Context: an optimization exercise on an open-source flow, tuned for small area, a short achievable clock period and few clock cycles per item. The choices shown serve that exercise and are no tape-out recipe. Where RTL was checked, it was by simulation tests only, not by an equivalence proof against the original. For runs 2 to 4, only the layout was checked, not whether the RTL still works. No activity file was given, so power comes from the tool's default toggle rates.

--- flow/config.mk ---
export PLATFORM = sky130hd
export DESIGN_NAME = BSW
export DESIGN_NICKNAME = BSW
export VERILOG_FILES = /design/flow/design.v
export SDC_FILE = /design/flow/constraint.sdc
export NUM_CORES = 8
export LEC_CHECK = 0
export ABC_AREA = 1
export CAP_MARGIN = 50
export CORE_MARGIN = 2
export CORE_UTILIZATION = 40
export CTS_CLUSTER_DIAMETER = 80
export CTS_CLUSTER_SIZE = 25
export SLEW_MARGIN = 50
--- flow/standard.sh ---
#!/bin/bash
# synth_recipe.tcl (not shown) runs the flow's synth.tcl, then flattens the netlist and writes it again
# the make line also repeats each setting of config.mk as NAME=value (left out here)
make -C /OpenROAD-flow-scripts/flow DESIGN_CONFIG=/design/flow/config.mk WORK_HOME=/design/flow/orfs CLKGATE_MAP_FILE= SYNTH_SCRIPT=/design/flow/synth_recipe.tcl "${@:-finish}"
--- flow/flow/run.sh ---
#!/bin/bash
# Standard layout, with the port buffers made of buf_4 cells instead of the
# cell buffer_ports picks by default. Make's full output goes to flow.log;
# each tool's own logs stay under orfs/logs.
set -euo pipefail
export BUFFER_PORTS_ARGS="-buffer_cell sky130_fd_sc_hd__buf_4"
bash standard.sh > flow.log 2>&1
--- flow/design.v ---
module BSW (
    clk, rst, start,
    i_Q, i_R,
    o_Q_al,
    o_R_al,
    detail_info,
    done
);
    input clk, rst;
    input  [2:0] i_Q, i_R;
    input  start;
    output [2:0] o_Q_al, o_R_al;
    output [8:0] detail_info;
    output done;
    localparam [1:0] C_STOP = 2'd0, C_I = 2'd1, C_D = 2'd2, C_G = 2'd3;
    integer k;
    function ge8;
        input [7:0] a, b;
        reg [7:0] g, l;
        reg [3:0] g1, l1;
        reg [1:0] g2, l2;
        integer t;
        begin
            g = a & ~b;
            l = ~a & b;
            for (t = 0; t < 4; t = t + 1) begin
                g1[t] = g[2*t+1] | (~l[2*t+1] & g[2*t]);
                l1[t] = l[2*t+1] | (~g[2*t+1] & l[2*t]);
            end
            for (t = 0; t < 2; t = t + 1) begin
                g2[t] = g1[2*t+1] | (~l1[2*t+1] & g1[2*t]);
                l2[t] = l1[2*t+1] | (~g1[2*t+1] & l1[2*t]);
            end
            ge8 = ~(l2[1] | (~g2[1] & l2[0]));
        end
    endfunction
    function [11:0] pe_cell;
        input [3:0] ta, tb;
        input noA, noB, mt, c0, c1;
        reg aGEb, selM, sat, hz;
        reg [3:0] tmx;
        reg [2:0] tu, tv;
        reg [1:0] v, code;
        reg [3:0] tdl, tdu;
        reg [4:0] xv;         
        begin
            if (noA) begin
                aGEb = 1'b0; tmx = tb;
            end else if (noB) begin
                aGEb = 1'b1; tmx = ta;
            end else begin
                aGEb = &(ta | ~tb); tmx = ta | tb;
            end
            selM = mt ? tmx[3] : tmx[0];
            tu   = selM ? tmx[3:1] : (mt ? 3'b111 : 3'b000);
            sat  = c0 & ~tu[0];
            tv   = {tu[2:1], tu[0] | sat};
            v    = {tv[1], tv[2] | (tv[0] & ~tv[1])};
            hz   = (c0 & ~tu[1]) | (c1 & ~tu[0]);
            if (hz)        code = C_STOP;
            else if (selM) code = aGEb ? C_I : C_D;
            else           code = c0 ? C_STOP : C_G;
            xv   = {1'b0, tv, 1'b1};
            tdl[0] = (~tb[0] | xv[1]) & (~tb[1] | xv[2]) & (~tb[2] | xv[3]) & ~tb[3];
            tdl[1] = xv[1] & (~tb[0] | xv[2]) & (~tb[1] | xv[3]) & ~tb[2];
            tdl[2] = xv[2] & (~tb[0] | xv[3]) & ~tb[1];
            tdl[3] = xv[3] & ~tb[0];
            tdu[0] = (~ta[0] | xv[1]) & (~ta[1] | xv[2]) & (~ta[2] | xv[3]) & ~ta[3];
            tdu[1] = xv[1] & (~ta[0] | xv[2]) & (~ta[1] | xv[3]) & ~ta[2];
            tdu[2] = xv[2] & (~ta[0] | xv[3]) & ~ta[1];
            tdu[3] = xv[3] & ~ta[0];
            pe_cell = {code, v, tdl, tdu};
        end
    endfunction
    function [7:0] addv;
        input [7:0] C;
        input [1:0] v;
        reg [1:0] lo;
        reg [5:0] hi, hip, him;
        reg cyp, cym;
        integer t;
        begin
            lo  = {~(C[1] ^ v[1] ^ (C[0] | v[0])), ~(C[0] ^ v[0])};
            hi  = C[7:2];
            for (t = 0; t < 6; t = t + 1) begin
                hip[t] = hi[t] ^ (t == 0 ? 1'b1 : &(hi | ~((6'd1 << t) - 6'd1)));
                him[t] = hi[t] ^ (t == 0 ? 1'b1 : ~|(hi & ((6'd1 << t) - 6'd1)));
            end
            cyp = C[1] & v[1] & (C[0] | v[0]);
            cym = ~(C[1] | C[0] | v[1] | v[0]);
            addv = {cyp ? hip : cym ? him : hi, lo};
        end
    endfunction
    reg       run;           
    reg [7:0] cyc;           
    always @(posedge clk or posedge rst) begin
        if (rst) begin
            run <= 1'b0;
            cyc <= 8'd0;
        end else if (!run) begin
            if (start) run <= 1'b1;
            cyc <= 8'd0;
        end else if (cyc != 8'hff) begin
            cyc <= cyc + 8'd1;
        end
    end
    reg in_phase, sc_phase;
    always @(posedge clk or posedge rst) begin
        if (rst) begin
            in_phase <= 1'b1;
            sc_phase <= 1'b0;
        end else if (!run) begin
            in_phase <= 1'b1;
            sc_phase <= 1'b0;
        end else begin
            if (cyc == 8'd62) in_phase <= 1'b0;
            if (cyc == 8'd2)  sc_phase <= 1'b1;
            if (cyc == 8'd66) sc_phase <= 1'b0;
        end
    end
    reg [2:0] m_lo;          
    reg [2:0] m_hi;          
    always @(posedge clk) begin
        m_lo <= {m_lo[1:0], sc_phase};
        m_hi <= {m_hi[1:0], m_hi[0] || (run && cyc == 8'd63)};
        if (!sc_phase) m_hi <= 3'd0;
    end
    wire m_ge1 = m_lo[0], m_ge2 = m_lo[1], m_ge3 = m_lo[2];
    wire m_le60 = !m_hi[0], m_le61 = !m_hi[1], m_le62 = !m_hi[2];
    wire [5:0] ve, vo;
    assign ve[0] = sc_phase && m_ge2 && m_le61;
    assign ve[1] = sc_phase && m_ge1 && m_le62;
    assign ve[2] = sc_phase;
    assign ve[3] = sc_phase && m_ge1 && m_le62;
    assign ve[4] = sc_phase && m_ge2 && m_le61;
    assign ve[5] = sc_phase && m_ge3 && m_le60;
    assign vo[0] = sc_phase && m_ge2 && m_le60;
    assign vo[1] = sc_phase && m_ge1 && m_le61;
    assign vo[2] = sc_phase && m_le62;
    assign vo[3] = sc_phase && m_le62;
    assign vo[4] = sc_phase && m_ge1 && m_le61;
    assign vo[5] = sc_phase && m_ge2 && m_le60;
    reg [127:0] qv, rv;
    wire [1:0] q_in = in_phase ? i_Q[1:0] : qv[127:126];
    wire [1:0] r_in = in_phase ? i_R[1:0] : rv[127:126];
    always @(posedge clk) begin
        qv <= {qv[125:0], q_in};
        rv <= {rv[125:0], r_in};
    end
    wire [129:0] qx = {qv, q_in};         
    wire [129:0] rx = {rv, r_in};
    reg  [5:0] mt_e, mt_o;
    always @(posedge clk) begin
        for (k = 0; k < 6; k = k + 1) begin
            mt_e[k] <= (qx[2*(5-k) +: 2] == rx[2*(1+k) +: 2]);
            mt_o[k] <= (qx[2*(5-k) +: 2] == rx[2*k +: 2]);
        end
    end
    reg  [47:0] hpe, hpo;     
    reg  [23:0] dlo, duo;     
    wire [47:0] he, ho;
    wire [23:0] dle, due, dlo_n, duo_n;
    wire [11:0] ce_w, co_w;
    genvar p;
    generate
        for (p = 0; p < 6; p = p + 1) begin : g_pe
            wire mte = mt_e[p];
            wire mto = mt_o[p];
            wire [7:0] Ce  = hpe[8*p +: 8];
            wire       ce0 = (Ce == 8'd0);
            wire       ce1 = (Ce == 8'd1);
            wire [3:0] tae = dlo[4*p +: 4];
            wire [3:0] tbe;
            if (p == 5) begin : g_b5
                assign tbe = 4'b0001;
            end else begin : g_bn
                assign tbe = duo[4*(p+1) +: 4];
            end
            wire [11:0] re = pe_cell(tae, tbe, 1'b0, p == 5, mte, ce0, ce1);
            wire [7:0]  He = addv(Ce, re[9:8]);
            assign he[8*p +: 8]   = ve[p] ? He : 8'd0;
            assign ce_w[2*p +: 2] = re[11:10];
            assign dle[4*p +: 4]  = ve[p] ? re[7:4] : 4'b0001;
            assign due[4*p +: 4]  = ve[p] ? re[3:0] : 4'b0001;
            wire [7:0] Co  = hpo[8*p +: 8];
            wire       co0 = (Co == 8'd0);
            wire       co1 = (Co == 8'd1);
            wire [3:0] tao;
            if (p == 0) begin : g_a0
                assign tao = 4'b0001;
            end else begin : g_an
                assign tao = dle[4*(p-1) +: 4];
            end
            wire [11:0] ro = pe_cell(tao, due[4*p +: 4], p == 0, 1'b0, mto, co0, co1);
            wire [1:0] vo_ = ro[9:8];
            wire [7:0] Ho  = addv(Co, vo_);
            assign ho[8*p +: 8]    = vo[p] ? Ho : 8'd0;
            assign co_w[2*p +: 2]  = ro[11:10];
            assign dlo_n[4*p +: 4] = vo[p] ? ro[7:4] : 4'b0001;
            assign duo_n[4*p +: 4] = vo[p] ? ro[3:0] : 4'b0001;
        end
    endgenerate
    always @(posedge clk) begin
        hpe <= he;
        hpo <= ho;
        dlo <= dlo_n;
        duo <= duo_n;
    end
    reg  [383:0] bank0, bank1, bank2, bank3;
    wire [23:0]  new_word = {co_w, ce_w};
    always @(posedge clk) begin
        bank0 <= {bank3[359:0], sc_phase ? new_word : bank3[383:360]};
        bank1 <= bank0;
        bank2 <= bank1;
        bank3 <= bank2;
    end
    reg [95:0] mh;
    reg [47:0] mi;
    reg [23:0] s1_h;
    reg [11:0] s1_i;         
    reg [7:0]  best_h;
    reg [5:0]  best_w;
    reg        best_par;
    reg [2:0]  best_p;
    always @(*) begin
        for (k = 0; k < 6; k = k + 1) begin
            mh[8*k +: 8]     = hpe[8*k +: 8]; mi[4*k +: 4]     = {1'b0, k[2:0]};
            mh[8*(k+6) +: 8] = hpo[8*k +: 8]; mi[4*(k+6) +: 4] = {1'b1, k[2:0]};
        end
        for (k = 0; k < 6; k = k + 1) begin
            if (ge8(mh[8*(2*k) +: 8], mh[8*(2*k+1) +: 8])) begin
                mh[8*k +: 8] = mh[8*(2*k) +: 8];   mi[4*k +: 4] = mi[4*(2*k) +: 4];
            end else begin
                mh[8*k +: 8] = mh[8*(2*k+1) +: 8]; mi[4*k +: 4] = mi[4*(2*k+1) +: 4];
            end
        end
        for (k = 0; k < 3; k = k + 1) begin
            if (ge8(mh[8*(2*k) +: 8], mh[8*(2*k+1) +: 8])) begin
                mh[8*k +: 8] = mh[8*(2*k) +: 8];   mi[4*k +: 4] = mi[4*(2*k) +: 4];
            end else begin
                mh[8*k +: 8] = mh[8*(2*k+1) +: 8]; mi[4*k +: 4] = mi[4*(2*k+1) +: 4];
            end
        end
    end
    wire [7:0] g0 = s1_h[7:0], g1 = s1_h[15:8], g2 = s1_h[23:16];
    wire c01 = ge8(g0, g1), c02 = ge8(g0, g2), c12 = ge8(g1, g2);
    wire b0  = !ge8(best_h, g0), b1 = !ge8(best_h, g1), b2 = !ge8(best_h, g2);
    wire t0  = b0 && c01 && c02;
    wire t1  = b1 && !c01 && c12;
    wire t2  = b2 && !c02 && !c12;
    wire [7:0] h63 = hpe[23:16];
    wire w63 = run && (cyc == 8'd67) && !ge8(best_h, h63) && !ge8(g0, h63)
               && !ge8(g1, h63) && !ge8(g2, h63);
    wire s2_phase = run && (cyc >= 8'd5) && (cyc <= 8'd67);
    wire       upd     = s2_phase && (t0 || t1 || t2);
    wire [5:0] w_now   = cyc[5:0] - 6'd5;
    wire [5:0] best_wn = w63 ? 6'd63 : upd ? w_now : best_w;    
    always @(posedge clk) begin
        s1_h <= mh[23:0];
        s1_i <= mi[11:0];
        if (!run) begin
            best_h   <= 8'd0;
            best_w   <= 6'd0;
            best_par <= 1'b0;
            best_p   <= 3'd2;          
        end else if (w63) begin
            best_h <= h63; best_w <= 6'd63; best_par <= 1'b0; best_p <= 3'd2;
        end else if (upd) begin
            best_w <= w_now;
            if (t0) begin
                best_h <= g0; best_par <= s1_i[3];  best_p <= s1_i[2:0];
            end else if (t1) begin
                best_h <= g1; best_par <= s1_i[7];  best_p <= s1_i[6:4];
            end else begin
                best_h <= g2; best_par <= s1_i[11]; best_p <= s1_i[10:8];
            end
        end
    end
    reg        tbf;                     
    reg        tb_act;
    reg        rc;                      
    reg        shift_r;                 
    reg [3:0]  blk;                     
    reg [5:0]  cin_e, cin_o;            
    reg [5:0]  base;
    wire       tb_go = tbf || tb_act;
    wire [3:0] bE    = best_w[5:2];
    wire [1:0] rot   = base[1:0];
    reg  [63:0] oh;                     
    reg  [15:0] rsel;                   
    function [23:0] sel16x24;
        input [383:0] v;
        input [15:0] s;
        integer a;
        begin
            sel16x24 = 24'd0;
            for (a = 0; a < 16; a = a + 1)
                sel16x24 = sel16x24 | (v[24*a +: 24] & {24{s[a]}});
        end
    endfunction
    wire [95:0] bank_out = {sel16x24(bank3, oh[63:48]), sel16x24(bank2, oh[47:32]),
                            sel16x24(bank1, oh[31:16]), sel16x24(bank0, oh[15:0])};
    wire [95:0] wd;                       
    genvar j;
    generate
        for (j = 0; j < 4; j = j + 1) begin : g_rot
            assign wd[24*j +: 24] = (bank_out[23:0]  & {24{rsel[4*j]}})
                                  | (bank_out[47:24] & {24{rsel[4*j+1]}})
                                  | (bank_out[71:48] & {24{rsel[4*j+2]}})
                                  | (bank_out[95:72] & {24{rsel[4*j+3]}});
        end
    endgenerate
    always @(posedge clk or posedge rst) begin
        if (rst) begin
            tbf    <= 1'b0;
            tb_act <= 1'b0;
        end else begin
            tbf <= run && (cyc == 8'd67);
            if (!run) tb_act <= 1'b0;
            else if (tb_go) tb_act <= !found;
        end
    end
    reg [5:0] base_n;
    wire [3:0] rhi_n = base_n[5:2] + 4'd1;
    always @(*) begin
        if (cyc == 8'd67)
            base_n = 6'd61 - {best_wn[5:2], 2'b00};
        else if (tb_go)
            base_n = base + 6'd5;
        else if (st0)
            base_n = base - 6'd7;
        else
            base_n = shift_r ? base - 6'd3 : base + 6'd1;
    end
    always @(posedge clk) begin
        base <= base_n;
        if (cyc == 8'd67)   blk <= best_wn[5:2];
        else if (tb_go)     blk <= blk - 4'd1;
        else if (st0)       blk <= blk + 4'd2;
        else if (shift_r)   blk <= blk + 4'd1;
        for (k = 0; k < 64; k = k + 1)
            oh[k] <= (((k / 16) < base_n[1:0]) ? rhi_n : base_n[5:2]) == (k % 16);
        for (k = 0; k < 16; k = k + 1)
            rsel[k] <= ((base_n[1:0] + 2'd3 - (k / 4)) & 2'd3) == (k % 4);
    end
    reg  [5:0]  oE, oO;
    reg  [5:0]  cE, cO;
    reg  [15:0] blk_path;                
    reg  [47:0] stop_hit;                
    reg  [23:0] w;
    integer kk, q;
    wire [3:0] cst_r;
    wire       inj = tbf || (rc && blk == bE);
    always @(*) begin
        if (inj) begin
            cE = 6'd0; cO = 6'd0;
        end else if (rc) begin
            for (q = 0; q < 6; q = q + 1) begin
                cE[q] = (cst_r == q + 1);
                cO[q] = (cst_r == q + 7);
            end
        end else begin
            cE = cin_e; cO = cin_o;
        end
        blk_path = 16'd0;
        stop_hit = 48'd0;
        oE = 6'd0; oO = 6'd0;
        for (kk = 3; kk >= 0; kk = kk - 1) begin
            w = wd[24*kk +: 24];
            for (q = 0; q < 6; q = q + 1)
                oO[q] = cO[q] | (inj && best_w[1:0] == kk && best_par && best_p == q);
            for (q = 0; q < 6; q = q + 1) begin
                oE[q] = cE[q] | (inj && best_w[1:0] == kk && !best_par && best_p == q)
                      | (oO[q] && w[12 + 2*q +: 2] == C_D);
                if (q < 5)
                    oE[q] = oE[q] | (oO[q + 1] && w[12 + 2*(q+1) +: 2] == C_I);
            end
            for (q = 0; q < 6; q = q + 1) begin
                cE[q] = oE[q] && w[2*q +: 2] == C_G;
                cO[q] = (oO[q] && w[12 + 2*q +: 2] == C_G)
                      | (oE[q] && w[2*q +: 2] == C_I);
                if (q > 0)
                    cO[q] = cO[q] | (oE[q - 1] && w[2*(q-1) +: 2] == C_D);
            end
            for (q = 0; q < 6; q = q + 1) begin
                if (oE[q])
                    blk_path[4*kk +: 2] = blk_path[4*kk +: 2]
                        | {w[2*q +: 2] != C_D, w[2*q +: 2] != C_I};
                if (oO[q])
                    blk_path[4*kk + 2 +: 2] = blk_path[4*kk + 2 +: 2]
                        | {w[12 + 2*q +: 2] != C_D, w[12 + 2*q +: 2] != C_I};
                stop_hit[12*kk + q]     = oE[q] && w[2*q +: 2] == C_STOP;
                stop_hit[12*kk + 6 + q] = oO[q] && w[12 + 2*q +: 2] == C_STOP;
            end
        end
    end
    wire found = |stop_hit;
    reg [1:0] f_k;
    reg       f_par;
    reg [2:0] f_p;
    always @(*) begin
        f_k = 2'd0; f_par = 1'b0; f_p = 3'd0;
        for (k = 0; k < 48; k = k + 1) begin
            if (k / 12 == 1 || k / 12 == 3) f_k[0] = f_k[0] | stop_hit[k];
            if (k / 12 >= 2)                f_k[1] = f_k[1] | stop_hit[k];
            if ((k % 12) >= 6)              f_par  = f_par  | stop_hit[k];
            if ((k % 6) & 1)                f_p[0] = f_p[0] | stop_hit[k];
            if ((k % 6) & 2)                f_p[1] = f_p[1] | stop_hit[k];
            if ((k % 6) & 4)                f_p[2] = f_p[2] | stop_hit[k];
        end
    end
    always @(posedge clk) begin
        cin_e <= cE;
        cin_o <= cO;
    end
    reg [63:0] cst;
    reg [3:0]  cin_x;
    always @(*) begin
        cin_x = 4'd0;
        for (q = 0; q < 6; q = q + 1) begin
            if (cin_e[q]) cin_x = cin_x | (q + 1);
            if (cin_o[q]) cin_x = cin_x | (q + 7);
        end
    end
    always @(posedge clk) begin
        for (k = 0; k < 16; k = k + 1)
            if (tb_act && blk == k) cst[4*k +: 4] <= cin_x;
    end
    assign cst_r = cst[4*blk +: 4];
    reg [15:0] pcur, pnext, pprev;
    reg        st0;              
    reg [3:0]  s_b;
    reg [1:0]  s_k;
    reg        s_par;
    reg [2:0]  s_p;
    reg        sa_act;           
    reg [6:0]  sa_d;             
    reg [5:0]  sa_qp, sa_rp;     
    reg        sb_end;
    reg        sb_q, sb_r;
    reg [2:0]  dcnt;
    reg        done_r;
    reg [2:0]  oq, orr;
    reg [8:0]  det;
    wire [5:0] s_w  = {s_b, s_k};
    wire [6:0] s_i  = {1'b0, s_w} + s_p - 7'd2;
    wire [6:0] s_j  = {1'b0, s_w} + 7'd2 - s_p + s_par;
    wire [6:0] s_d  = {s_w, s_par};
    wire [6:0] e_i  = {1'b0, best_w} + best_p - 7'd2;
    wire [6:0] e_j  = {1'b0, best_w} + 7'd2 - best_p + best_par;
    wire [6:0] e_d  = {best_w, best_par};
    wire [6:0] cd   = st0 ? s_d : sa_d;
    function [1:0] mux64x2;
        input [127:0] v;
        input [5:0] s;
        reg [127:0] t;
        integer a, l;
        begin
            t = v;
            for (l = 0; l < 6; l = l + 1)
                for (a = 0; a < (32 >> l); a = a + 1)
                    t[2*a +: 2] = s[l] ? t[2*(2*a+1) +: 2] : t[2*(2*a) +: 2];
            mux64x2 = t[1:0];
        end
    endfunction
    wire [31:0] win  = {pnext, pcur};
    wire [3:0]  i1   = {1'b0, cd[2:0]} + 4'd1;
    wire [3:0]  i2   = {1'b0, cd[2:0]} + 4'd2;
    wire [1:0]  e1   = win[2*i1 +: 2];
    wire [1:0]  e2   = win[2*i2 +: 2];
    wire        use1 = (e1 != 2'b00);
    wire [1:0]  nc   = use1 ? e1 : e2;
    wire [6:0]  nd   = use1 ? cd + 7'd1 : cd + 7'd2;
    wire        shift = (st0 || sa_act) && !last && (nd[6:3] != cd[6:3]);
    wire       last = (cd == e_d);
    wire [5:0] cqp = st0 ? cyc[5:0] - s_i[5:0] : sa_qp;
    wire [5:0] crp = st0 ? cyc[5:0] - s_j[5:0] : sa_rp;
    always @(posedge clk or posedge rst) begin
        if (rst) begin
            st0    <= 1'b0;
            sa_act <= 1'b0;
            sb_end <= 1'b0;
            done_r <= 1'b0;
            dcnt   <= 3'd0;
        end else if (!run) begin
            st0    <= 1'b0;
            sa_act <= 1'b0;
            sb_end <= 1'b0;
            done_r <= 1'b0;
            dcnt   <= 3'd0;
        end else begin
            st0 <= tb_go && found;
            if (st0 || sa_act) begin
                sa_act <= !last;
                sb_end <= last;
            end
            if (st0) done_r <= 1'b1;
            if ((st0 || done_r) && dcnt != 3'd7) dcnt <= dcnt + 3'd1;
        end
    end
    always @(posedge clk) begin
        if (tb_go) begin
            s_b   <= blk;
            s_k   <= f_k;
            s_par <= f_par;
            s_p   <= f_p;
        end
        if (st0 || sa_act) begin
            sb_q  <= nc[1];
            sb_r  <= nc[0];
            sa_d  <= nd;
            sa_qp <= cqp + {5'd0, !nc[1]};
            sa_rp <= crp + {5'd0, !nc[0]};
        end
    end
    always @(posedge clk) begin
        pprev <= blk_path;
        if (tb_go) begin
            pcur  <= blk_path;
            pnext <= pprev;
        end else if (shift) begin
            pcur  <= pnext;
        end else if (rc) begin
            pnext <= blk_path;
        end
    end
    always @(posedge clk or posedge rst) begin
        if (rst) begin
            shift_r <= 1'b0;
            rc      <= 1'b0;
        end else begin
            shift_r <= run && shift;
            rc      <= run && shift_r;
        end
    end
    wire       o_q = st0 | sb_q;
    wire       o_r = st0 | sb_r;
    wire [1:0] qb  = mux64x2(qv, cqp);
    wire [1:0] rb  = mux64x2(rv, crp);
    always @(posedge clk) begin
        if (sb_end && !st0) begin
            oq  <= 3'd0;
            orr <= 3'd0;
        end else begin
            oq  <= o_q ? ((qb == 2'd0) ? 3'd4 : {1'b0, qb}) : 3'd5;
            orr <= o_r ? ((rb == 2'd0) ? 3'd4 : {1'b0, rb}) : 3'd5;
        end
        case (dcnt)
            3'd0: det <= {2'b0, s_i};
            3'd1: det <= {2'b0, s_j};
            3'd2: det <= {2'b0, e_i};
            3'd3: det <= {2'b0, e_j};
            3'd4: det <= {1'b0, best_h};
            default: det <= 9'd0;
        endcase
    end
    assign o_Q_al      = oq;
    assign o_R_al      = orr;
    assign detail_info = det;
    assign done        = done_r;
endmodule
--- flow/constraint.sdc ---
create_clock -name core_clock -period 24.0 [get_ports {clk}]
set_input_delay 4.8000 -clock core_clock [delete_from_list [all_inputs] [get_ports {clk}]]
set_output_delay 4.8000 -clock core_clock [all_outputs]
set_load 0.01 [all_outputs]
==> run notes, run 1 <==
The flow ran to the end and the layout has no timing, DRC or antenna violations. Counting every instance in the synthesized netlist gives 9,421. The number of clock sinks is between 2,000 and 2,500. The endpoint arrival time on the critical path came out at around 1.4 ns. The first global-routing pass estimated 426 mm of wire. Summed over all instances, the cell type with the most area after synthesis is dfxtp_1.

The design area came out at roughly 0.089 mm2. Clock skew on the completed layout was measured at around 0.082 ns. The routed layout has ~67,000 vias.

The count of final max-slew check failures is 0. For met3 alone, demand over resource in global routing was 5.15%. In this run the cell area of the synthesized design comes to slightly above 0.08 mm2.

The mean post-synth cell area came out at 8.62 um2. For flop-to-flop paths, the worst setup slack is about 19 ns. The maximum vdd ir drop is 0.0826 mV.

The largest fanout on the critical path is 2. The die footprint is between 0.2 and 0.25 mm2. Dividing the final minimum period by the clock period gives between 20% and 30%. The placeable core region is around 0.2 mm2. The die is ~450 um tall. The total wire length is between 200 and 300 mm. In the routed design, unresolved DRC markers number 0. The post-DP HPWL came out at ~200 mm. The post-CTS setup buffer count is 0.

The net count after synthesis came out at roughly 9,500. The total number of yosys warnings is 1. The CTS clock-pin slew for the worst setup and hold paths came out at around 0.1 ns. The largest delay contributor family on the critical path is flip-flops. From left edge to right edge, the die measures about 450 um.

The number of cells on the worst reg-to-reg path came out at 29. In the final routed layout, each cell accounts on average for about 25 um. The flop and latch count out of synthesis came out at about 2,300. The fraction of layout instances using a drive strength above 1 is around 6.6%. The commonest cells after synthesis are nand2_1 (2,314), dfxtp_1 (2,116), nor2_1 (1,143), inv_1 (849), o21ai_0 (490). The post-detailed-route count of antenna-violating nets came out at 0. The global-route track usage on met1 came out at a little under two fifths. The worst hold path passes through 0 cells. The netlist uses 85 different library cells. The area overhead of the layout relative to synthesis is 9.08%. The kind of start point of the critical path is a flop. The number of global-route vias before repair came out at about 63,000.

TritonCTS built the clock tree. For this design the top-level I/O count stands at 25. Buffers inserted during clock tree synthesis total around 110.

At the pin with the least slew margin, the transition time is around 0.86 ns. The number of gates resized after CTS was 0. The top-area cell type share of the netlist area came out at a little over half. The final weighted congestion in routability-driven placement came out at 1.04. Among all cell types in the netlist, the one instantiated most often is nand2_1. The placement-stage cell area came out at about 0.085 mm2. The quantity of hold-fixing buffers added after cts came out at 0.

The deepest level of the CTS H-tree is 3. The shortest period the worst path allows came out at between 6 and 7 ns. The launch instance of the worst register-to-register path is oh[56]$_DFF_P_.

The floorplan row count came out at ~170. The setup TNS came out at 0 ns. The cell area power density came out at about 150 mW/mm2. The buffering stage count on the worst path with inverters included came out at 1.

After layout, the worst setup slack is between 15 and 20 ns. The pin count of the biggest net entering global routing came out at 69. Setup repair after global routing left no endpoint under its margin. The most used flip-flop cell after synthesis is dfxtp_1. The delay of the slowest critical-path stage is a little under 0.4 ns. The via-per-instance ratio came out at 5.50. The first-pass detailed-route iteration total is 7.

The initial DRC count is roughly 7,300. By area the synthesized netlist is led by dfxtp_1 (52%), nand2_1 (11%), nor2_1 (5.3%), edfxtp_1 (4.8%), inv_1 (3.9%). The number of antenna violations at the first check in global routing came to 20. After the flow finishes, the layout carries non-filler instances totaling between 10,000 and 15,000.

The buffer cell driving the clock tree root is clkbuf_16. Based on the critical path, the design can be clocked at up to 162 MHz. The endpoint with the worst hold slack is bank0[166]$_DFF_P_.

The worst hold slack across all endpoints came out at 0.315 ns. The number of flops mapped to enable cells by yosys is 129. In this run the critical register-to-register path is captured at pnext[1]$_DFFE_PP_.

The count of endpoints failing setup in the final report is 0. The share of flip-flops with an asynchronous set or reset is less than 1%. The register area share after synthesis came out at approximately 58%. The signal on the critical path passes through buf_4. The total of max-cap violations came out at 0.

By startpoint and endpoint, the worst setup path is classified as reg -> out. STA classifies the critical path endpoint as an output pin. The required time at the endpoint of the critical path is 19.20 ns.

The global routing met2 resource utilization came out at ~44%. The quantity of I/O buffers inserted on ports came out at 21. The hold path startpoint is bank3[142]$_DFF_P_. The path class of the tightest hold or removal check is reg -> reg.

On the critical path, the stage with the largest delay is an instance of dfrtp_1. In the final design database the tool counted approximately 9,500 nets. The clock latency at the later pin of the worst-skew pair is 0.85 ns.

The initial utilization of the core area, before any placement, comes to between 40% and 50%. Before CTS, the worst setup slack after placement is 18.46 ns. The cell count after placement came out at about 12,000.

The total count of hold-check failures in the final report is 0. The overall overflow remaining after global route came out at 0. The global routing stage identified its most utilized layer as met2. The overall track demand over capacity in global routing is between 20% and 30%. The relative slew slack came out at between 40% and 50%. The static leakage power is ~38 nW. The number of buffers on the longest clock path is 3.
-- through the flow --
step | util (%) | power (W)
global placement | 41.8 | 0.0110
global route | 43.9 | 0.0143
detailed placement | 42.1 | 0.0112
CTS | 43.8 | 0.0134
floorplan | - | 0.00883
finish | 43.9 | 0.0136
-- layout make-up --
class                      count  area (um2)
fill                       19653      113000
multi-input combinational   5984       30300
tap                         2672        3340
sequential                  2267       46900
clock buffer                 128        2950
inverter                     878        3310
timing repair buffer         153        1260
antenna                        4        10.0
clock inverter                38         622
-- cell families (layout without fill, tap and decap cells) --
group	Yosys count	after routing	share of synthesized area (%)
other	1	5	0.00462
AO/OA/AOI/OAI	1503	1503	11.8
buffers and inverters	1170	1197	5.81
XOR/XNOR	87	87	0.938
flip-flops	2267	2267	57.6
AND/OR/NAND/NOR	4290	4290	22.2
adder cells (fa/ha/maj)	103	103	1.64
-- metal layers --
metal / wire length (um) / share of wire [%]
met5: 186 / 0.062
met4: 18400 / 6.2
met3: 26900 / 9.0
met2: 130000 / 44
met1: 123000 / 41
-- sequential cells by signal, indices dropped and copies added, names as in the netlist, 16 cells and up --
| register | cells |
|---|---|
| bank1 | 384 |
| duo | 20 |
| rv | 128 |
| cst | 64 |
| hpe | 48 |
| dlo | 24 |
| oh | 64 |
| bank0 | 384 |
| pnext | 16 |
| bank3 | 384 |
| s1_h | 24 |
| bank2 | 384 |
| qv | 128 |
| hpo | 48 |
| pprev | 16 |
-- placed cells by master, fill, tap and decap left out, types with 78 or more instances in the layout --
| master | count |
|---|---|
| nand3_1 | 308 |
| nand2_1 | 2309 |
| buf_4 | 128 |
| a221oi_1 | 78 |
| o21ai_0 | 474 |
| a21oi_1 | 278 |
| nor2_1 | 1138 |
| nor3_1 | 96 |
| nand4_1 | 199 |
| clkbuf_16 | 114 |
| o22ai_1 | 152 |
| ha_1 | 96 |
| edfxtp_1 | 129 |
| dfxtp_1 | 2052 |
| a22o_1 | 152 |
| inv_1 | 843 |
-- power by group --
part / internal [W] / switching (W) / total [W] / leakage [nW]
Clock: 0.000935 / 0.00131 / 0.00225 / 1.72
Combinational: 0.00152 / 0.00395 / 0.00547 / 17.3
Sequential: 0.00496 / 0.000873 / 0.00583 / 19.1
-- worst max path at each step --
stage                     cells after the start  slack [ns]                    to          startpoint
final                                         1       17.83                  done  done_r$_DFFE_PP0P_
after global routing                          1       17.76                  done  done_r$_DFFE_PP0P_
after CTS                                     1       17.75                  done  done_r$_DFFE_PP0P_
after detailed placement                      6       18.46       mt_o[5]$_DFF_P_              i_Q[1]
after global placement                        2       18.19  sc_phase$_DFFE_PP0P_                 rst
after floorplan                               5       18.73       mt_o[5]$_DFF_P_              i_Q[1]
Testbench counts, summed over its fixed seeds: cycles 48,779, items 320.
==> run 2: changes to the inputs <==
--- a/flow/design.v
+++ b/flow/design.v
@@ -497,3 +497,3 @@
             if (st0) done_r <= 1'b1;
-            if ((st0 || done_r) && dcnt != 3'd7) dcnt <= dcnt + 3'd1;
+            if ((st0 || dcnt != 3'd0) && dcnt != 3'd7) dcnt <= dcnt + 3'd1;
         end
--- a/flow/config.mk
+++ b/flow/config.mk
@@ -8,3 +8,3 @@
 export ABC_AREA = 1
-export CAP_MARGIN = 50
+export CAP_MARGIN = 20
 export CORE_MARGIN = 2
@@ -13,2 +13,2 @@
 export CTS_CLUSTER_SIZE = 25
-export SLEW_MARGIN = 50
+export SLEW_MARGIN = 20
==> run 2 against run 1 <==
Routed wire length fell by 0.76%. Highest routed layer unchanged. Still clean on timing, DRC and antenna. First-iteration DRC count rose by 4.2%. Cell count rose by 0.35%. Maximum frequency fell by 0.69%. Largest cell class unchanged. Critical endpoint unchanged. Synthesized cell count rose by 0.66%. Sequential share of layout area rose by 0.48 points. Area after synthesis barely moved. Clock power fell by 4%.
==> run notes, run 2 <==
The total number of nets in the final design is 9,555 (+0.48%). The total standard cell area after synthesis came out at 0.0813 mm2 (about the same). The share of flip-flops with an asynchronous set or reset came out at 0.970% (unchanged). The overall via count from detail_route was 66,329 (-0.56%). The largest fanout on the critical path is 2 (unchanged). The register area share after synthesis came out at 57.6% (about the same). The die footprint came out at 0.207 mm2 (about the same).

The worst hold slack across all endpoints is 0.336 ns (+0.0210 ns). The largest clock skew in the final design is 0.0468 ns (-0.0348 ns). The post-synthesis share of cell area spent on xor and xnor gates is 0.916% (-0.022 points). The critical path is of the reg -> out type.

The required time at the endpoint of the critical path is 19.20 ns (about the same). The kind of start point of the critical path is a flop. The delay of the slowest critical-path stage came out at 0.44 ns (+0.05 ns).

Sorting the synthesized cells by area gives the leading types as dfxtp_1 (52%), nand2_1 (11%), nor2_1 (5.3%), edfxtp_1 (4.8%), inv_1 (4.1%). The placeable core region is 0.202 mm2 (unchanged). The width of the die is 455 um (about the same). Leaving out fill and tap cells, the most frequent cell in the layout is nand2_1. The shortest period the worst path allows came out at 6.21 ns (+0.0427 ns). The clock tree from TritonCTS is done.

The initial core utilization came out at 40.2% (about the same). The overall track demand over capacity in global routing came out at 27.9% (-0.30 points). The static leakage power is 37.9 nW (-0.65%).

The net count after synthesis came to 9,594 (+0.65%). The clock latency at the later pin of the worst-skew pair was 0.83 ns (-0.02 ns). The number of standard cells after synthesis is 9,483 (+0.66%). The total chip power came out at 0.0133 W (-1.9%).

The flow ran to the end and the layout has no timing, DRC or antenna violations. The overall overflow remaining after global route came out at 0 (unchanged). The endpoint arrival time on the critical path came out at 1.41 ns (+0.04 ns). The number of clock sinks came out at 2,267 (unchanged).

The most used flip-flop cell after synthesis is dfxtp_1. The post-cts resize count is 0 (unchanged). The CTS clock-pin slew for the worst setup and hold paths is 0.10 ns (about the same).

The number of global-route vias before repair is 62,113 (-1.3%). Yosys instantiated no cell more often than nand2_1. The portion of total power attributed to the clock network is 16.3% (-0.3 points).

The buffering stage count on the worst path with inverters included came out at 1 (unchanged). The final cell count without fillers came to 12,167 (+0.35%). The share of the clock period used by the worst path after layout was 25.9% (+0.18 points).

The count of endpoints failing setup in the final report came to 0 (unchanged). The synthesized design spends more area on one cell type than any other, namely dfxtp_1. The clock buffer count from CTS is 110 (-3.5%).

The number of flops mapped to enable cells by yosys is 129 (unchanged). The synthesized-area fraction occupied by ao, oa, aoi and oai cells is 11.3% (-0.54 points). The count of final max-slew check failures is 0 (unchanged).

The total wire length came to 296 mm (-0.76%). The first-pass detailed-route iteration total came out at 7 (unchanged). In the layout the commonest cells are nand2_1 (2,373), dfxtp_1 (2,054), nor2_1 (1,139).

The mean post-synth cell area was 8.57 um2 (-0.62%). The initial DRC count came out at 7,658 (+4.2%). The worst-margin pin slew was 1.33 ns (+0.478 ns). The final weighted congestion in routability-driven placement is 1.05 (+0.83%). The post-CTS setup buffer count came out at 0 (unchanged).

The number of buffers on the longest clock path came to 3 (unchanged). The fraction of power spent switching nets came out at 45.2% (-0.074 points). The vertical die dimension came out at 455 um (about the same).

The flop and latch count out of synthesis is 2,267 (unchanged). The top-area cell type share of the netlist area is 52.1% (about the same). The total count of hold-check failures in the final report was 0 (unchanged). The DRC violation count after routing is 0 (unchanged). The total of max-cap violations is 0 (unchanged). The number of top-level pins came out at 25 (unchanged). Walking the worst path, the cells encountered are buf_4. Among all stages on the critical path, the largest delay is contributed by dfrtp_1.

The cell count after placement came out at 12,004 (+0.44%). The total number of yosys warnings came out at 1 (unchanged). The number of antenna violations at the first check in global routing was 15 (-25%).

The routed wirelength normalized by instance count is 24.3 um (-1.1%). CTS placed an instance of clkbuf_16 at the clock tree root. The number of different library cells in the post-synthesis netlist came to 78 (-8.2%). The proportion of synthesized area in mux cells came out at 0.152% (+0.15 points). The post-synthesis simple-gate area fraction is 22.5% (+0.29 points). The fraction of layout instances using a drive strength above 1 came out at 5.58% (-1.0 points). The relative slew slack is 10.4% (-33 points). The timing-limited maximum frequency is 161 MHz (-0.69%).

STA classifies the critical path endpoint as an output pin. The net switching power came out at 0.00601 W (-2.1%). The combinational family with the most area after synthesis is simple AND/OR/NAND/NOR gates. The pin count of the biggest net entering global routing came out at 75 (+8.7%). In this design, the largest share of critical-path delay is due to flip-flops. The first-pass GRT wire length came to 421 mm (-1.2%). The post-DP HPWL came out at 205 mm (+1.4%).

The setup TNS is 0 ns (unchanged). The post-detailed-route count of antenna-violating nets is 0 (unchanged). The area growth from synthesis to layout is 8.04%. The quantity of I/O buffers inserted on ports is 21 (unchanged). The maximum vdd ir drop came out at 0.0833 mV (+0.84%). The floorplan row count is 165 (unchanged). The share of total power in sequential cells came to 44.2% (+1.2 points). After synthesis, the most frequently instantiated cells are nand2_1 (2,375), dfxtp_1 (2,116), nor2_1 (1,140), inv_1 (888), o21ai_0 (503). The path class of the tightest hold or removal check is reg -> reg.

The part of the total power dissipated in combinational logic came out at 39.6% (-0.8 points). The via-per-instance ratio is 5.45 (-0.91%). Setup repair after global routing left no endpoint under its margin. The total internal power was 0.00728 W (-1.8%). The deepest level of the CTS H-tree is 3 (unchanged). The adder and majority gate portion of the synthesized area is 1.63% (-0.013 points). The cell area power density is 151 mW/mm2 (-1.0%). The quantity of hold-fixing buffers added after cts is 0 (unchanged).
==> run 2: cell type report <==
cell class / count / area, um2
multi-input cells: 6007 / 29700
clock buffers: 130 / 2960
inverters: 912 / 3440
fillers: 19686 / 114000
flip-flops and latches: 2267 / 46900
diodes: 7 / 17.5
clock inverters: 26 / 365
well taps: 2672 / 3340
repair buffers: 146 / 1100
==> run 2: worst paths after layout <==
check | start | endpoint | slack [ns] | cells past startpoint
worst max-delay path | done_r$_DFFE_PP0P_ | done | 17.79 | 1
worst min-delay path | qv[38]$_DFF_P_ | qv[40]$_DFF_P_ | 0.34 | 0
worst max register to register | oh[63]$_DFF_P_ | pcur[2]$_DFFE_PP_ | 18.11 | 22
worst min register to register | qv[38]$_DFF_P_ | qv[40]$_DFF_P_ | 0.34 | 0
max in group asynchronous | rst | dcnt[1]$_DFFE_PP0P_ | 19.43 | 2
min in group asynchronous | rst | cyc[1]$_DFFE_PP0P_ | 4.09 | 2
==> run 2: power groups by stage <==
| stage | combinational [W] | clock [W] | sequential (W) |
|---|---|---|---|
| 4_1_cts | 0.00514 | 0.00218 | 0.00584 |
| 3_3_place_gp | 0.00504 | 0 | 0.00589 |
| 2_1_floorplan | 0.00335 | 0 | 0.00541 |
| 6_report | 0.00526 | 0.00216 | 0.00587 |
| 3_5_place_dp | 0.00512 | 0 | 0.00591 |
| 5_1_grt | 0.00571 | 0.00231 | 0.00596 |
==> run 2: per-layer routing <==
metal / GRT usage [%] / up-vias / part of all wire, %
met2: 43.1 / 2904 / 43
met3: 4.98 / 621 / 8.9
met1: 38.0 / 31759 / 43
met4: 12.6 / 6 / 5.1
met5: 0 / - / 0.011
li1: - / 31039 / -
==> run 2: logic make-up (layout without fill, tap and decap cells) <==
logic type	count (synthesis)	in the layout
xor+xnor	85	85
fa+ha+maj	102	102
compound gates	1453	1453
simple gates	4355	4355
flops	2267	2267
buf+inv	1209	1214
mux	11	11
other cells	1	8
==> run 2: stage by stage <==
step	setup slack, ns	utilization, %	cell area (um2)
6_report	17.79	43.4	87800
5_1_grt	17.74	43.4	87800
2_1_floorplan	18.73	-	81300
4_1_cts	17.74	43.4	87800
3_5_place_dp	18.17	41.8	84500
3_3_place_gp	18.17	41.8	84500
==> run 3: changes to the inputs <==
--- a/flow/design.v
+++ b/flow/design.v
@@ -257,2 +257,4 @@
     wire [5:0] best_wn = w63 ? 6'd63 : upd ? w_now : best_w;    
+    wire       best_parn = w63 ? 1'b0 : !upd ? best_par : t0 ? s1_i[3] : t1 ? s1_i[7] : s1_i[11];
+    wire [2:0] best_pn   = w63 ? 3'd2 : !upd ? best_p : t0 ? s1_i[2:0] : t1 ? s1_i[6:4] : s1_i[10:8];
     always @(posedge clk) begin
@@ -278,6 +280,8 @@
     end
-    reg        tbf;                     
-    reg        tb_act;
+    reg        ps_act;                  
+    reg        ps_first;                
     reg        rc;                      
     reg        shift_r;                 
+    reg        strm;                    
+    reg        bchg;                    
     reg [3:0]  blk;                     
@@ -285,5 +289,7 @@
     reg [5:0]  base;
-    wire       tb_go = tbf || tb_act;
-    wire [3:0] bE    = best_w[5:2];
-    wire [1:0] rot   = base[1:0];
+    reg [5:0]  pe_w;                    
+    reg        pe_par;
+    reg [2:0]  pe_p;
+    reg [4:0]  vtop;                    
+    wire [3:0] bE    = pe_w[5:2];
     reg  [63:0] oh;                     
@@ -312,35 +318,2 @@
     endgenerate
-    always @(posedge clk or posedge rst) begin
-        if (rst) begin
-            tbf    <= 1'b0;
-            tb_act <= 1'b0;
-        end else begin
-            tbf <= run && (cyc == 8'd67);
-            if (!run) tb_act <= 1'b0;
-            else if (tb_go) tb_act <= !found;
-        end
-    end
-    reg [5:0] base_n;
-    wire [3:0] rhi_n = base_n[5:2] + 4'd1;
-    always @(*) begin
-        if (cyc == 8'd67)
-            base_n = 6'd61 - {best_wn[5:2], 2'b00};
-        else if (tb_go)
-            base_n = base + 6'd5;
-        else if (st0)
-            base_n = base - 6'd7;
-        else
-            base_n = shift_r ? base - 6'd3 : base + 6'd1;
-    end
-    always @(posedge clk) begin
-        base <= base_n;
-        if (cyc == 8'd67)   blk <= best_wn[5:2];
-        else if (tb_go)     blk <= blk - 4'd1;
-        else if (st0)       blk <= blk + 4'd2;
-        else if (shift_r)   blk <= blk + 4'd1;
-        for (k = 0; k < 64; k = k + 1)
-            oh[k] <= (((k / 16) < base_n[1:0]) ? rhi_n : base_n[5:2]) == (k % 16);
-        for (k = 0; k < 16; k = k + 1)
-            rsel[k] <= ((base_n[1:0] + 2'd3 - (k / 4)) & 2'd3) == (k % 4);
-    end
     reg  [5:0]  oE, oO;
@@ -352,3 +325,3 @@
     wire [3:0] cst_r;
-    wire       inj = tbf || (rc && blk == bE);
+    wire       inj = (ps_act && ps_first) || (rc && blk == bE);
     always @(*) begin
@@ -370,5 +343,5 @@
             for (q = 0; q < 6; q = q + 1)
-                oO[q] = cO[q] | (inj && best_w[1:0] == kk && best_par && best_p == q);
+                oO[q] = cO[q] | (inj && pe_w[1:0] == kk && pe_par && pe_p == q);
             for (q = 0; q < 6; q = q + 1) begin
-                oE[q] = cE[q] | (inj && best_w[1:0] == kk && !best_par && best_p == q)
+                oE[q] = cE[q] | (inj && pe_w[1:0] == kk && !pe_par && pe_p == q)
                       | (oO[q] && w[12 + 2*q +: 2] == C_D);
@@ -424,7 +397,70 @@
     end
+    assign cst_r = cst[4*blk +: 4];
+    wire merge  = ps_act && !ps_first && ({1'b0, blk} < vtop) && (blk >= s_b)
+                  && (cin_x == cst_r);
+    wire ps_end = ps_act && (merge || found);      
+    wire free   = !ps_act || ps_end;
+    wire bnew   = upd || w63;                      
+    wire want   = bchg || bnew;
+    wire fin    = run && (cyc == 8'd67);           
+    wire ps_go  = run && !strm && (cyc >= 8'd6) && want && (!ps_act || fin);
+    wire abort  = ps_go && ps_act && !ps_end;
+    wire st_go  = run && !strm && (cyc >= 8'd67) && free && !want;
+    always @(posedge clk or posedge rst) begin
+        if (rst) begin
+            ps_act <= 1'b0;
+            strm   <= 1'b0;
+            bchg   <= 1'b1;
+            vtop   <= 5'd0;
+        end else if (!run) begin
+            ps_act <= 1'b0;
+            strm   <= 1'b0;
+            bchg   <= 1'b1;
+            vtop   <= 5'd0;
+        end else begin
+            if (ps_go)       ps_act <= 1'b1;
+            else if (ps_end) ps_act <= 1'b0;
+            if (st_go) strm <= 1'b1;
+            bchg <= want && !ps_go;
+            if (ps_end)
+                vtop <= {1'b0, bE};
+            else if (abort)
+                vtop <= (vtop < {1'b0, blk}) ? vtop : {1'b0, blk};
+        end
+    end
     always @(posedge clk) begin
+        ps_first <= ps_go;
+        if (ps_go) begin
+            pe_w   <= best_wn;
+            pe_par <= best_parn;
+            pe_p   <= best_pn;
+        end
+        cin_e <= cE;
+        cin_o <= cO;
         for (k = 0; k < 16; k = k + 1)
-            if (tb_act && blk == k) cst[4*k +: 4] <= cin_x;
+            if (ps_act && !ps_first && blk == k) cst[4*k +: 4] <= cin_x;
+    end
+    reg [5:0] base_n;
+    wire [3:0] rhi_n = base_n[5:2] + 4'd1;
+    always @(*) begin
+        if (ps_go)
+            base_n = cyc[5:0] - 6'd6 - {best_wn[5:2], 2'b00};
+        else if (ps_act)
+            base_n = base + 6'd5;
+        else if (st0)
+            base_n = cyc[5:0] - 6'd10 - {s_b, 2'b00};
+        else
+            base_n = shift_r ? base - 6'd3 : base + 6'd1;
+    end
+    always @(posedge clk) begin
+        base <= base_n;
+        if (ps_go)          blk <= best_wn[5:2];
+        else if (ps_act)    blk <= blk - 4'd1;
+        else if (st0)       blk <= s_b + 4'd1;
+        else if (shift_r)   blk <= blk + 4'd1;
+        for (k = 0; k < 64; k = k + 1)
+            oh[k] <= (((k / 16) < base_n[1:0]) ? rhi_n : base_n[5:2]) == (k % 16);
+        for (k = 0; k < 16; k = k + 1)
+            rsel[k] <= ((base_n[1:0] + 2'd3 - (k / 4)) & 2'd3) == (k % 4);
     end
-    assign cst_r = cst[4*blk +: 4];
     reg [15:0] pcur, pnext, pprev;
@@ -491,3 +527,3 @@
         end else begin
-            st0 <= tb_go && found;
+            st0 <= st_go;
             if (st0 || sa_act) begin
@@ -501,3 +537,5 @@
     always @(posedge clk) begin
-        if (tb_go) begin
+        if (!run) begin
+            s_b   <= 4'd0;
+        end else if (ps_act && !merge && found) begin
             s_b   <= blk;
@@ -517,5 +555,7 @@
         pprev <= blk_path;
-        if (tb_go) begin
+        if (ps_act && !merge && found) begin
             pcur  <= blk_path;
             pnext <= pprev;
+        end else if (merge && blk == s_b) begin
+            pnext <= pprev;
         end else if (shift) begin
==> run 3 against run 2 <==
Register-to-register slack worse by 1.2 ns. Sequential share of layout area is 0.41 points lower. Synthesized cell count rose by 0.89%. Combinational power up 37%. Sequential power grew 2%. Routed wire length is 0.67% higher. Clock skew up 0.039 ns. Critical path depth rose by 31. Cell count grew 1.0%. Global-route usage fell by 0.42 points. First-iteration DRC count rose by 2.3%. Critical endpoint is now pnext[2]$_DFFE_PP_.
==> run notes, run 3 <==
The share of total power in sequential cells was 38.9% (-5.3 points). The die footprint is 0.210 mm2 (+1.3%). The DRC violation count after routing is 0 (unchanged). The worst setup path is launched from a flop. The floorplan row count came out at 166 (+0.61%).

The post-CTS setup buffer count was 0 (unchanged). The routed wirelength normalized by instance count came out at 24.3 um (-0.36%). In the synthesized netlist, the cells that appear most often are nand2_1 (2,336), dfxtp_1 (2,121), nor2_1 (1,142), inv_1 (883), o21ai_0 (497). The portion of total power attributed to the clock network is 14.5% (-1.8 points). The setup TNS is 0 ns (unchanged).

The overall overflow remaining after global route is 0 (unchanged). The cell area power density came out at 173 mW/mm2 (+14%). The required time at the endpoint of the critical path came out at 24.39 ns (+5.19 ns).

The most used flip-flop cell after synthesis is dfxtp_1. The top-area cell type share of the netlist area is 51.5% (-0.58 points). The static leakage power is 38.6 nW (+1.8%). The post-cts resize count was 0 (unchanged). The min-delay analysis places its worst path in the category reg -> reg. The number of antenna violations at the first check in global routing was 15 (unchanged). The largest clock skew in the final design came out at 0.0859 ns (+0.0391 ns). The final cell count without fillers came out at 12,292 (+1.0%).

The count of filler cells inserted in the layout is 19,901 (+1.1%). The timing-limited maximum frequency came out at 141 MHz (-12%). The post-detailed-route count of antenna-violating nets is 0 (unchanged). The shortest period the worst path allows was 7.10 ns (+0.884 ns). The quantity of I/O buffers inserted on ports came out at 21 (unchanged). The area overhead of the layout relative to synthesis is 8.32%. The relative slew slack came out at 14.1% (+3.8 points). The number of global-route vias before repair came out at 63,160 (+1.7%). The number of flops mapped to enable cells by yosys is 135 (+4.7%). Leaving out fill and tap cells, the most frequent cell in the layout is nand2_1.

The vertical die dimension is 458 um (+0.67%). The share of flip-flops with an asynchronous set or reset was 1.18% (+0.21 points). The most common cell in the synthesized netlist is nand2_1.

The worst hold slack across all endpoints is 0.304 ns (-0.0322 ns). The total internal power is 0.00819 W (+12%). The fraction of layout instances using a drive strength above 1 is 5.63% (+0.054 points).

The post-DP HPWL is 199 mm (-2.7%). The total number of yosys warnings is 13 (+12). The width of the die is 458 um (+0.67%).

The number of standard cells after synthesis was 9,567 (+0.89%). The clock buffer count from CTS came out at 115 (+4.5%). The hold-critical path depth came out at 0 (unchanged). dfxtp_1 takes more of the synthesized area than any other cell.

The count of final max-slew check failures is 0 (unchanged). The initial DRC count came out at 7,833 (+2.3%). Setup repair after global routing left no endpoint under its margin. The delay of the slowest critical-path stage came out at 0.53 ns (+0.09 ns). The cell sitting at the root of the clock tree is a clkbuf_16. The total number of nets in the final design is 9,666 (+1.2%). The total standard cell area after synthesis was 0.0824 mm2 (+1.4%). The via-per-instance ratio is 5.51 (+0.98%).

The number of top-level pins is 25 (unchanged). The initial core utilization came out at 40.3% (+0.054 points). The number of buffers on the longest clock path came out at 3 (unchanged). The worst setup path is captured at a flop.

The maximum vdd ir drop was 0.0835 mV (+0.25%). The mean post-synth cell area came out at 8.61 um2 (+0.47%). The number of cells on the worst reg-to-reg path is 32 (+45%).

The register area share after synthesis came out at 57.3% (-0.28 points). The fraction of power spent switching nets is 47.0% (+1.8 points). The final weighted congestion in routability-driven placement came out at 1.03 (-2.3%).

The total wire length is 298 mm (+0.67%). The slowest stage of the critical path is the dfxtp_2 cell. The net switching power was 0.00727 W (+21%). Sorting the synthesized cells by area gives the leading types as dfxtp_1 (52%), nand2_1 (11%), nor2_1 (5.2%), edfxtp_1 (4.9%), inv_1 (4.0%).

In the layout the commonest cells are nand2_1 (2,334), dfxtp_1 (2,059), nor2_1 (1,142). The deepest level of the CTS H-tree came out at 3 (unchanged). The count of endpoints failing setup in the final report came to 0 (unchanged).

TritonCTS built the clock tree. The share of the clock period used by the worst path after layout came to 29.6% (+3.7 points). The endpoint arrival time on the critical path is 7.49 ns (+6.08 ns). The clock latency at the later pin of the worst-skew pair came out at 0.86 ns (+0.03 ns). The quantity of hold-fixing buffers added after cts came out at 0 (unchanged). The placeable core region was 0.205 mm2 (+1.2%).

The net count after synthesis is 9,696 (+1.1%). The worst-margin pin slew is 1.28 ns (-0.0561 ns). The overall via count from detail_route came out at 67,668 (+2.0%). The total count of hold-check failures in the final report is 0 (unchanged). The largest fanout on the critical path came out at 29 (+27).

The pin count of the biggest net entering global routing came out at 67 (-11%). The number of clock sinks is 2,283 (+0.71%). The first-pass GRT wire length came to 425 mm (+0.94%). The cell count after placement is 12,107 (+0.86%). The total of max-cap violations is 0 (unchanged). The number of different library cells in the post-synthesis netlist came out at 74 (-5.1%).

The flow ran to the end and the layout has no timing, DRC or antenna violations. The overall track demand over capacity in global routing came out at 27.5% (-0.42 points). The flop and latch count out of synthesis was 2,283 (+0.71%). The first-pass detailed-route iteration total came out at 6 (-1). The kind of critical path is reg -> reg.

The part of the total power dissipated in combinational logic is 46.6% (+7.0 points). The cell that appears most often on the critical path is nand2_1. The CTS clock-pin slew for the worst setup and hold paths is 0.10 ns (about the same).
==> run 3: stage by stage <==
stage / cell area (um2) / utilization (%) / worst slack, ns / power, W
after floorplan: 82400 / - / 18.59 / 0.0104
after global placement: 85600 / 41.8 / 16.98 / 0.0130
after detailed placement: 85600 / 41.8 / 17.05 / 0.0131
after CTS: 89200 / 43.6 / 16.98 / 0.0153
after global routing: 89200 / 43.6 / 16.50 / 0.0164
final: 89200 / 43.6 / 16.90 / 0.0155
==> run 3: area by class of cell <==
class,instances,area [um2],share of cell area (%)
Sequential cell,2283,47300,53.0
Tap cell,2688,3360,3.77
Antenna cell,12,30.0,0.0337
Clock buffer,130,2930,3.29
Clock inverter,42,652,0.731
Inverter,911,3430,3.84
Multi-Input combinational cell,6073,30400,34.1
Timing Repair Buffer,153,1150,1.28
==> run 3: path summary, 6_finish.rpt <==
check | from | end | slack (ns)
setup / recovery | oh[6]$_DFF_P_ | pnext[2]$_DFFE_PP_ | 16.90
hold / removal | bank0[369]$_DFF_P_ | bank1[369]$_DFF_P_ | 0.30
setup reg to reg | oh[6]$_DFF_P_ | pnext[2]$_DFFE_PP_ | 16.90
hold reg to reg | bank0[369]$_DFF_P_ | bank1[369]$_DFF_P_ | 0.30
max in group asynchronous | rst | in_phase$_DFFE_PP1P_ | 19.58
min in group asynchronous | rst | vtop[1]$_DFFE_PP0P_ | 4.04
==> run 3: critical path, delay by kind of cell, from the launching register on <==
kind	cells	cell delay, ns
buffers and inverters	4	1.01
flip-flops	1	0.53
AO/OA/AOI/OAI	2	0.25
AND/OR/NAND/NOR	26	4.72
==> run 3: power by group through the flow <==
stage / registers [W] / clock network (W) / logic (W)
2_1_floorplan: 0.00570 / 0 / 0.00474
3_3_place_gp: 0.00604 / 0 / 0.00696
3_5_place_dp: 0.00606 / 0 / 0.00705
4_1_cts: 0.00599 / 0.00227 / 0.00709
5_1_grt: 0.00613 / 0.00241 / 0.00790
6_report: 0.00601 / 0.00225 / 0.00720
==> run 3: routing by layer <==
layer	global-route usage (%)	wire length, um
met5	0.299	64
met4	11.8	14800
met3	5.90	28100
met2	42.7	130000
met1	36.8	125000
==> run 3: logic make-up (layout without fill, tap and decap cells) <==
group	after synthesis	after routing	synth area share [%]
AND/OR/NAND/NOR	4273	4273	21.7
flip-flops	2283	2283	57.3
AO/OA/AOI/OAI	1562	1562	12.0
buffers and inverters	1211	1236	5.86
adder cells (fa/ha/maj)	121	121	1.89
XOR/XNOR	100	100	1.06
multiplexers	16	16	0.219
other	1	13	0.00455
==> run 4: changes to the inputs <==
--- a/flow/design.v
+++ b/flow/design.v
@@ -403,5 +403,6 @@
     wire bnew   = upd || w63;                      
-    wire want   = bchg || bnew;
     wire fin    = run && (cyc == 8'd67);           
+    wire want   = bchg || (fin && bnew);
     wire ps_go  = run && !strm && (cyc >= 8'd6) && want && (!ps_act || fin);
+    wire [3:0] go_b = (fin && bnew) ? 4'd15 : best_w[5:2];
     wire abort  = ps_go && ps_act && !ps_end;
@@ -423,3 +424,3 @@
             if (st_go) strm <= 1'b1;
-            bchg <= want && !ps_go;
+            bchg <= ps_go ? (bnew && !fin) : (bchg || bnew);
             if (ps_end)
@@ -433,5 +434,5 @@
         if (ps_go) begin
-            pe_w   <= best_wn;
-            pe_par <= best_parn;
-            pe_p   <= best_pn;
+            pe_w   <= fin ? best_wn   : best_w;
+            pe_par <= fin ? best_parn : best_par;
+            pe_p   <= fin ? best_pn   : best_p;
         end
@@ -446,3 +447,3 @@
         if (ps_go)
-            base_n = cyc[5:0] - 6'd6 - {best_wn[5:2], 2'b00};
+            base_n = (fin && bnew) ? 6'd1 : cyc[5:0] - 6'd6 - {best_w[5:2], 2'b00};
         else if (ps_act)
@@ -456,3 +457,3 @@
         base <= base_n;
-        if (ps_go)          blk <= best_wn[5:2];
+        if (ps_go)          blk <= go_b;
         else if (ps_act)    blk <= blk - 4'd1;
@@ -501,3 +502,3 @@
     endfunction
-    wire [31:0] win  = {pnext, pcur};
+    wire [31:0] win  = {pn_eff, pc_eff};
     wire [3:0]  i1   = {1'b0, cd[2:0]} + 4'd1;
@@ -532,3 +533,3 @@
             end
-            if (st0) done_r <= 1'b1;
+            done_r <= strm;              
             if ((st0 || dcnt != 3'd0) && dcnt != 3'd7) dcnt <= dcnt + 3'd1;
@@ -553,13 +554,16 @@
     end
+    reg [15:0] pprev2;
+    reg        fnd_r, mrg_r;
+    wire [15:0] pc_eff = fnd_r ? pprev : pcur;
+    wire [15:0] pn_eff = (fnd_r || mrg_r) ? pprev2 : pnext;
     always @(posedge clk) begin
-        pprev <= blk_path;
-        if (ps_act && !merge && found) begin
-            pcur  <= blk_path;
-            pnext <= pprev;
-        end else if (merge && blk == s_b) begin
-            pnext <= pprev;
-        end else if (shift) begin
-            pcur  <= pnext;
-        end else if (rc) begin
-            pnext <= blk_path;
+        pprev  <= blk_path;
+        pprev2 <= pprev;
+        fnd_r  <= ps_act && !merge && found;
+        mrg_r  <= merge && blk == s_b;
+        if (shift) begin
+            pcur  <= pn_eff;
+        end else begin
+            pcur  <= pc_eff;
+            pnext <= rc ? blk_path : pn_eff;
         end
==> run 4 against run 3 <==
Sequential power down 1%. Register-to-register slack improved by 1.0 ns. Highest routed layer unchanged. Sequential share of layout area is 0.26 points lower. Critical path type is now reg -> out. Clock skew is 0.0046 ns higher. First-iteration DRC count fell by 1.1%. Clock power barely moved. Cell count grew 1.2%. Clock-buffer cell count is 3 lower.
==> run notes, run 4 <==
The run finished with no timing, DRC or antenna violations. The top-area cell type share of the netlist area is 51.8% (+0.29 points). The number of cells on the worst reg-to-reg path is 23 (-28%). The post-DP HPWL came out at 205 mm (+3.1%). The count of endpoints failing setup in the final report is 0 (unchanged). Leaving out fill and tap cells, the most frequent cells in the layout are nand2_1 (2,361), dfxtp_1 (2,091), nor2_1 (1,107). The floorplan row count came out at 167 (+0.60%). The static leakage power is 38.9 nW (+0.81%).

The pin count of the biggest net entering global routing is 72 (+7.5%). The worst hold slack across all endpoints came out at 0.322 ns (+0.0181 ns). The initial DRC count was 7,747 (-1.1%). The width of the die came out at 460 um (+0.46%). The deepest level of the CTS H-tree is 3 (unchanged). The post-detailed-route count of antenna-violating nets was 0 (unchanged). The vertical die dimension came out at 460 um (+0.46%). The final weighted congestion in routability-driven placement came out at 0.982 (-4.5%). Setup repair after global routing left no endpoint under its margin. By area the synthesized netlist is led by dfxtp_1 (52%), nand2_1 (11%), nor2_1 (5.0%), edfxtp_1 (4.4%), inv_1 (4.1%). The total internal power came out at 0.00803 W (-1.9%). Traced cell by cell, the critical path runs through buf_4.

The endpoint arrival time on the critical path is 1.35 ns (-6.14 ns). The largest fanout on the critical path came to 1 (-97%). The slack of the worst reg-to-reg path is 17.91 ns (+1.01 ns).

The reg-to-reg endpoint is oh[9]$_DFF_P_. The share of the clock period used by the worst path after layout is 25.6% (-3.9 points). The number of top-level pins came to 25 (unchanged). The setup slack of the critical path after layout came out at 17.85 ns (+0.946 ns). For this run, the leading register cell type out of synthesis is dfxtp_1. The first-pass GRT wire length came to 436 mm (+2.5%). The total number of yosys warnings came out at 13 (unchanged).

The setup TNS came out at 0 ns (unchanged). The share of flip-flops with an asynchronous set or reset came to 1.17% (-0.0093 points). The hold path startpoint is bank1[86]$_DFF_P_. The part of the total power dissipated in combinational logic is 46.1% (-0.5 points).

The cell area power density is 168 mW/mm2 (-2.8%). The kind of capture point of the worst setup path is an output pin. The post-CTS setup buffer count came out at 0 (unchanged). For hold timing, the worst endpoint is bank2[86]$_DFF_P_. The quantity of I/O buffers inserted on ports is 21 (unchanged). The initial core utilization is 40.2% (-0.069 points). The total number of nets in the final design is 9,815 (+1.5%). The overall overflow remaining after global route is 0 (unchanged).

The detailed router used layers up to and including met5. The routed wirelength normalized by instance count is 24.6 um (+1.5%). The cell count after placement is 12,271 (+1.4%). TritonCTS built the clock tree. The largest clock skew in the final design came to 0.0905 ns (+0.00458 ns). The relative slew slack came out at 7.06% (-7.1 points).

The total wire length came to 306 mm (+2.8%). The number of antenna violations at the first check in global routing is 21 (+6). The net switching power came out at 0.00715 W (-1.8%). The placeable core region is 0.207 mm2 (+1.1%).

The area overhead of the layout relative to synthesis is 8.36% (about the same). Ranked by instance count, the synthesized netlist is headed by nand2_1 (2,363), dfxtp_1 (2,153), nor2_1 (1,108), inv_1 (902), o21ai_0 (574). The hold-critical path depth came out at 0 (unchanged). The clock buffer count from CTS is 115 (unchanged). The timing-limited maximum frequency is 163 MHz (+15%). The total count of hold-check failures in the final report was 0 (unchanged). The shortest period the worst path allows came out at 6.15 ns (-0.946 ns). The required time at the endpoint of the critical path came to 19.20 ns (-5.19 ns). The final cell count without fillers came out at 12,445 (+1.2%). The length of routed met2 wiring is 136 mm (+4.6%). The overall via count from detail_route is 69,114 (+2.1%). The mean post-synth cell area is 8.56 um2 (-0.58%). The fraction of layout instances using a drive strength above 1 came out at 5.83% (+0.20 points).

The worst setup path is launched from a flop. The via-per-instance ratio is 5.55 (+0.88%). The DRC violation count after routing is 0 (unchanged). The overall track demand over capacity in global routing came out at 28.1% (+0.61 points). The total chip power is 0.0152 W (-1.8%). The total standard cell area after synthesis is 0.0832 mm2 (+0.94%). The maximum vdd ir drop is 0.0828 mV (-0.92%). The biggest area contributor in the post-synthesis netlist is dfxtp_1. The share of total power in sequential cells was 39.1% (+0.2 points).

The cell family contributing the most delay on the critical path is flip-flops. The delay of the slowest critical-path stage is 0.37 ns (-0.16 ns). The fraction of power spent switching nets was 47.1% (about the same).

The flop and latch count out of synthesis is 2,301 (+0.79%). The portion of total power attributed to the clock network is 14.9% (+0.4 points). The worst-margin pin slew came out at 1.38 ns (+0.104 ns). The critical path's slowest cell is dfrtp_1. The buffering stage count on the worst path with inverters included came out at 1 (-3).

The number of different library cells in the post-synthesis netlist is 77 (+4.1%). The total of max-cap violations came to 0 (unchanged). The clock latency at the later pin of the worst-skew pair came out at 0.86 ns (about the same). The number of clock sinks was 2,301 (+0.79%).

The number of standard cells after synthesis is 9,713 (+1.5%). The number of global-route vias before repair came out at 64,937 (+2.8%). The first-pass detailed-route iteration total is 6 (unchanged). The net count after synthesis is 9,842 (+1.5%). The worst register-to-register path begins at cyc[1]$_DFFE_PP0P_. The die footprint is 0.212 mm2 (+0.93%). The count of final max-slew check failures is 0 (unchanged).

The met3 wire length is 29.2 mm (+4.0%). The routed metal-1 wirelength was 124 mm (-0.87%). The quantity of hold-fixing buffers added after cts came out at 0 (unchanged). The library cell used most frequently in the layout, excluding fill and tap cells, is nand2_1. The post-cts resize count is 0 (unchanged).

The root buffer cell chosen for the clock tree is clkbuf_16. The CTS clock-pin slew for the worst setup and hold paths is 0.10 ns (about the same). The tightest min-delay check is of the reg -> reg type. The number of buffers on the longest clock path came to 3 (unchanged). The register area share after synthesis came out at 57.0% (-0.27 points). The number of flops mapped to enable cells by yosys was 121 (-10%).

The critical path in this run is classified as reg -> out. Yosys instantiated no cell more often than nand2_1. The post-placement worst setup slack is 18.06 ns (+1.01 ns).
## run 4: worst max-delay path by stage
| stage | slack, ns | cells past startpoint | end | start |
|---|---|---|---|---|
| 2_1_floorplan | 18.65 | 1 | cyc[0]$_DFFE_PP0P_ | rst |
| 6_report | 17.85 | 1 | done | done_r$_DFF_PP0_ |
| 3_3_place_gp | 18.07 | 22 | oh[39]$_DFF_P_ | cyc[1]$_DFFE_PP0P_ |
| 3_5_place_dp | 18.06 | 22 | oh[39]$_DFF_P_ | cyc[1]$_DFFE_PP0P_ |
| 4_1_cts | 17.79 | 1 | done | done_r$_DFF_PP0_ |
| 5_1_grt | 17.40 | 22 | oh[15]$_DFF_P_ | cyc[1]$_DFFE_PP0P_ |
## run 4: routing by layer
layer	track usage, %	up-vias
met2	44.7	3216
li1	-	31935
met1	36.5	33200
met4	13.2	12
met5	0	-
met3	5.62	751
## run 4: power by group through the flow
| stage | Sequential [W] | Clock, W | Combinational [W] |
|---|---|---|---|
| floorplan | 0.00564 | 0 | 0.00448 |
| global placement | 0.00596 | 0 | 0.00672 |
| detailed placement | 0.00598 | 0 | 0.00683 |
| CTS | 0.00591 | 0.00228 | 0.00686 |
| global route | 0.00605 | 0.00241 | 0.00765 |
| finish | 0.00593 | 0.00225 | 0.00699 |
## run 4: cells by family after synthesis
family	synth area share (%)
mux	0.301
xor+xnor	1.01
buf+inv	6.00
flops	57.0
simple gates	22.0
compound gates	11.8
fa+ha+maj	1.86
other cells	0.00451
## run 4: stage by stage
| step | util [%] | instance area [um2] |
|---|---|---|
| floorplan | - | 83200 |
| global placement | 41.8 | 86500 |
| detailed placement | 41.8 | 86500 |
| CTS | 43.5 | 90000 |
| global route | 43.6 | 90100 |
| finish | 43.6 | 90100 |
## run 4: cell type report
cell class,instances,area (um2)
tap,2704,3380
clock buffer,127,2950
inverter,930,3500
clock inverter,37,602
multi-input combinational,6175,30900
fill,20242,117000
antenna,8,20.0
timing repair buffer,163,1220
sequential,2301,47500

[port drivers added, routing unchanged]
How much do the figures lean on ideal ports? The routed layouts below were timed once more, with nothing changed but the port constraints. Step 1: set_driving_cell puts a clkbuf_16 on clk and a buf_2 on each other input, an assumption about the parent block. Step 2 times the ports against the registers' clock, not the clock port: input delays grow and output delays shrink by t, the midpoint of the rising clock arrivals with the driver on. Three values: ideal ports, drivers, drivers and shift; two values: the first two.
run | t (ns) | slack for setup (ns)
run 1 | 0.892 | 17.828 / 17.745 / 18.459
run 2 | 0.905 | 17.785 / 17.691 / 18.115
run 3 | 0.906 | 16.901 / 16.901 / 16.901
run 4 | 0.896 | 17.847 / 17.764 / 17.907
After both steps every run listed still meets setup and hold.
